Source: an optimization exercise on an open RTL-to-GDS flow (aim: small area). Production flows keep margins and buffers that such runs may drop. The RTL was checked by simulation tests, not by an equivalence proof against the original design. The clock port is modelled as an ideal driver; clocking choices that lean on that would not hold on a real chip. Power and IR drop assume default switching activity.

Setup of maple:
==> flow/design.v (excerpt) <==
module whack_a_mole(
    input clk,
    input rst,
    input [7:0] sw,
    input start,
    input reset_btn,
    input difficulty_btn,
    input left,
    input down,
    output [7:0] led,
    output [7:0] seg,
    output [3:0] an,
    output speaker
    );
==> flow/config.mk <==
export PLATFORM = sky130hd
export DESIGN_NAME = whack_a_mole
export DESIGN_NICKNAME = whack_a_mole
export VERILOG_FILES = /design/flow/design.v
export SDC_FILE = /design/flow/constraint.sdc
export NUM_CORES = 4
export LEC_CHECK = 0
export CAP_MARGIN = 20
export CORE_MARGIN = 2
export CORE_UTILIZATION = 85
export PLACE_DENSITY = 0.9
export SLEW_MARGIN = 20
==> flow/constraint.sdc <==
create_clock -name core_clock -period 10.0 [get_ports {clk}]
set_input_delay 2.0000 -clock core_clock [delete_from_list [all_inputs] [get_ports {clk}]]
set_output_delay 2.0000 -clock core_clock [all_outputs]
set_load 0.01 [all_outputs]
standard.sh (not shown) runs the stock make flow with config.mk's settings and CLKGATE_MAP_FILE= SYNTH_SCRIPT=/design/flow/synth_recipe.tcl, a recipe that flattens the netlist after the stock synthesis.
==> flow/flow/run.sh <==
#!/bin/bash
# Layout flow: the standard flow (standard.sh, unchanged synthesis and
# steps), with smaller port buffers and a clock tree without dummy loads.
set -e
cp standard.sh standard.sh.copy
export BUFFER_PORTS_ARGS="-buffer_cell sky130_fd_sc_hd__buf_1"
export CTS_ARGS="-sink_clustering_enable -repair_clock_nets -dont_use_dummy_load -root_buf sky130_fd_sc_hd__clkbuf_8 -buf_list sky130_fd_sc_hd__clkbuf_8"
bash standard.sh > standard.log 2>&1
maple: full flow OK, the timing, DRC and antenna checks passed
Relative to maple, the following input files were edited for fjord:
- CORE_UTILIZATION now 70, was 85
- PLACE_DENSITY now 0.8, was 0.9
==> flow/flow/run.sh <==
#!/bin/bash
# Layout flow: the standard flow (standard.sh: the standard synthesis and
# ORFS steps, unchanged), with three changes to how the layout is made:
#  - the port buffers are buf_1 instead of ORFS's default choice;
#  - CTS uses clkbuf_4 (root clkbuf_8) and no dummy loads;
#  - after CTS, post_cts.tcl gives the clock buffers whose flip-flop clock
#    pins would see a slow slew a clkbuf_8 instead, and legalizes again.
# Each tool's full output goes to standard.log (and ORFS's own logs under
# orfs/logs).
set -e
export BUFFER_PORTS_ARGS="-buffer_cell sky130_fd_sc_hd__buf_1"
export CTS_ARGS="-sink_clustering_enable -repair_clock_nets -dont_use_dummy_load -root_buf sky130_fd_sc_hd__clkbuf_8 -buf_list sky130_fd_sc_hd__clkbuf_4"
export POST_CTS_TCL="$PWD/flow/post_cts.tcl"
bash standard.sh > standard.log 2>&1
==> flow/flow/post_cts.tcl (new file) <==
# After CTS: give each clock buffer that drives flip-flop clock pins with a
# slow slew the next larger clock buffer, then legalize the placement again.
proc my_fix_clock_slew { limit_ns } {
  estimate_parasitics -placement
  set changed 0
  foreach inst [get_cells clkbuf_*] {
    set cell [get_property [get_lib_cells -of_objects $inst] name]
    if { $cell != "sky130_fd_sc_hd__clkbuf_4" } { continue }
    set worst 0
    foreach pin [get_pins -of_objects [get_nets -of_objects [get_pins [get_name $inst]/X]] -filter "direction == input"] {
      set s [get_property $pin slew_max]
      if { $s > $worst } { set worst $s }
    }
    if { $worst > $limit_ns } {
      replace_cell $inst sky130_fd_sc_hd__clkbuf_8
      incr changed
    }
  }
  puts "my_fix_clock_slew: $changed clock buffers upsized"
  return $changed
}
if { [my_fix_clock_slew 0.110] > 0 } {
  detailed_placement
  check_placement -verbose
  estimate_parasitics -placement
}
--- outcome ---
From maple to fjord the numbers moved as follows: signed area change from the synthesized netlist to the final layout went down, slack of the critical path went up.
Taking maple as the reference point, the fraction of the cycle the final worst path needs of fjord falls by 1.1 points.
Changes in harbor relative to fjord:
==> flow/flow/run.sh <==
#!/bin/bash
# Layout flow: the standard flow (standard.sh, unchanged synthesis and
# steps), with smaller port buffers and a clock tree without dummy loads.
set -e
cp standard.sh standard.sh.copy
export BUFFER_PORTS_ARGS="-buffer_cell sky130_fd_sc_hd__buf_1"
export CTS_ARGS="-sink_clustering_enable -repair_clock_nets -dont_use_dummy_load -root_buf sky130_fd_sc_hd__clkbuf_16 -buf_list sky130_fd_sc_hd__clkbuf_16 -sink_buffer_max_cap_derate 0.5 -sink_clustering_size 50 -sink_clustering_max_diameter 100"
bash standard.sh > standard.log 2>&1
removed: flow/flow/post_cts.tcl
### Flow results
From harbor to fjord, number of buffers outside the clock class in the layout did not move at all. Comparing harbor against fjord, there is no change at all in instance count on the critical path. Taking fjord as the reference, in harbor setup slack now sits higher; global-route usage moved up; final critical-path share of the clock period fell 0.21 points; final area grew by about 4%. Routing usage on met2 ended up 2.7 points higher on harbor than on fjord. Est. power | harbor vs fjord | harbor higher.


Setup of amber:
Another version of the RTL of whack_a_mole (not shown whole).
For scale: ~620 cells after synthesis, ~140 flip-flops.
clock: 10.0 ns
lec_check: 0
cap_margin: 20
core_margin: 2
core_utilization: 70
place_density: 0.8
slew_margin: 20
==> flow/flow/run.sh <==
#!/bin/bash
# Layout flow: the standard flow (standard.sh: the standard synthesis and
# ORFS steps, unchanged), with three changes to how the layout is made:
#  - the port buffers are buf_1 instead of ORFS's default choice;
#  - CTS uses clkbuf_4 (root clkbuf_8) and no dummy loads;
#  - after CTS, post_cts.tcl gives the clock buffers whose flip-flop clock
#    pins would see a slow slew a clkbuf_8 instead, and legalizes again.
# Each tool's full output goes to standard.log (and ORFS's own logs under
# orfs/logs).
set -e
export BUFFER_PORTS_ARGS="-buffer_cell sky130_fd_sc_hd__buf_1"
export CTS_ARGS="-sink_clustering_enable -repair_clock_nets -dont_use_dummy_load -root_buf sky130_fd_sc_hd__clkbuf_8 -buf_list sky130_fd_sc_hd__clkbuf_4"
export POST_CTS_TCL="$PWD/flow/post_cts.tcl"
export RECOVER_POWER=100
bash standard.sh > standard.log 2>&1
==> flow/flow/post_cts.tcl <==
# After CTS: give each clock buffer that drives flip-flop clock pins with a
# slow slew the next larger clock buffer, then legalize the placement again.
proc my_fix_clock_slew { limit_ns } {
  estimate_parasitics -placement
  set changed 0
  foreach inst [get_cells clkbuf_*] {
    set cell [get_property [get_lib_cells -of_objects $inst] name]
    if { $cell != "sky130_fd_sc_hd__clkbuf_4" } { continue }
    set worst 0
    foreach pin [get_pins -of_objects [get_nets -of_objects [get_pins [get_name $inst]/X]] -filter "direction == input"] {
      set s [get_property $pin slew_max]
      if { $s > $worst } { set worst $s }
    }
    if { $worst > $limit_ns } {
      replace_cell $inst sky130_fd_sc_hd__clkbuf_8
      incr changed
    }
  }
  puts "my_fix_clock_slew: $changed clock buffers upsized"
  return $changed
}
if { [my_fix_clock_slew 0.110] > 0 } {
  detailed_placement
  check_placement -verbose
  estimate_parasitics -placement
}
In amber the implementation completed, yet the final layout does not meet the checks, the culprit being max-capacitance violations, max-slew violations.
Input changes introduced in zinc (baseline for comparison: amber):
--- a/flow/flow/run.sh
+++ b/flow/flow/run.sh
@@ -14 +13,0 @@
-export RECOVER_POWER=100
Notes after the runs:
zinc | stages: all done | timing, DRC, antenna: all pass
Between zinc and amber, the difference in design area is negligible.
From amber to zinc the numbers moved as follows: critical path depth grew by 1, maximum frequency climbed 62%, vertical extent of the die shows no meaningful change, layout overhead on the synthesized area flat.


whack_a_mole with an RTL version that a note above also has.
For scale: about 740 cells after synthesis, about 140 flip-flops, roughly 6400 µm² of cells after synthesis.
Settings: LEC_CHECK=0, CAP_MARGIN=20, CORE_MARGIN=2, CORE_UTILIZATION=70, PLACE_DENSITY=0.8, SLEW_MARGIN=20; clock period 10.0 ns.
==> flow/flow/run.sh <==
#!/bin/bash
# Layout flow: the standard flow (standard.sh, unchanged synthesis and
# steps), with smaller port buffers and a clock tree without dummy loads.
set -e
cp standard.sh standard.sh.copy
export BUFFER_PORTS_ARGS="-buffer_cell sky130_fd_sc_hd__buf_1"
export CTS_ARGS="-sink_clustering_enable -repair_clock_nets -dont_use_dummy_load -root_buf sky130_fd_sc_hd__clkbuf_8 -buf_list sky130_fd_sc_hd__clkbuf_8 -sink_buffer_max_cap_derate 0.3 -sink_clustering_size 30 -sink_clustering_max_diameter 60"
bash standard.sh > standard.log 2>&1
The starting point completed with no timing, DRC or antenna violations.
==> next run, changes <==
==> flow/flow/run.sh (replaced) <==
#!/bin/bash
# Layout flow: the standard flow (standard.sh, unchanged synthesis and
# steps), with smaller port buffers and a clock tree without dummy loads.
set -e
cp standard.sh standard.sh.copy
export BUFFER_PORTS_ARGS="-buffer_cell sky130_fd_sc_hd__buf_1"
export CTS_ARGS="-sink_clustering_enable -repair_clock_nets -dont_use_dummy_load -buf_list sky130_fd_sc_hd__clkbuf_8"
bash standard.sh > standard.log 2>&1
Result: The new run produced a clean layout; total power is unchanged; setup slack is unchanged; clock skew is unchanged; final cell count is unchanged; via count stays the same; die area stays the same; clock power hardly moves; wire length does not change.

==> static timing again, ports no longer ideal <==
How much do the figures lean on ideal ports? The routed layouts below were timed once more, with nothing changed but the port constraints. Step 1 assumes that a clkbuf_16 drives the clock port and a buf_2 every other input. Step 2 adds t to the input delays and takes it off the output delays; t is the mean of the earliest and latest rising clock arrival at the registers after step 1. Input paths then give back, and output paths get back, about the clock's delay inside the block. Slacks: ideal / step 1 / step 2; pairs: ideal / step 1.
run	t, ns	setup slack, ns	clock arrival spread, ns	worst data-port slew with drivers (ns)
maple	0.473	5.969 / 5.938 / 5.818	0.042 / 0.041	0.06
fjord	0.438	6.083 / 6.050 / 5.881	0.030 / 0.029	0.04
harbor	0.444	6.104 / 6.065 / 5.882	0.021 / 0.020	0.04
amber	0.414	3.295 / 3.305 / 2.891	0.054 / 0.054	0.03
zinc	0.416	5.874 / 5.883 / 5.467	0.055 / 0.055	0.04
the first run of note 3	0.455	6.086 / 6.052 / 5.876	0.031 / 0.031	0.05
the second run of note 3	0.455	6.086 / 6.052 / 5.876	0.031 / 0.031	0.05
For zinc, which loses most, drivers alone change the setup slack by +0.009 ns; drivers and shift together by -0.407 ns.
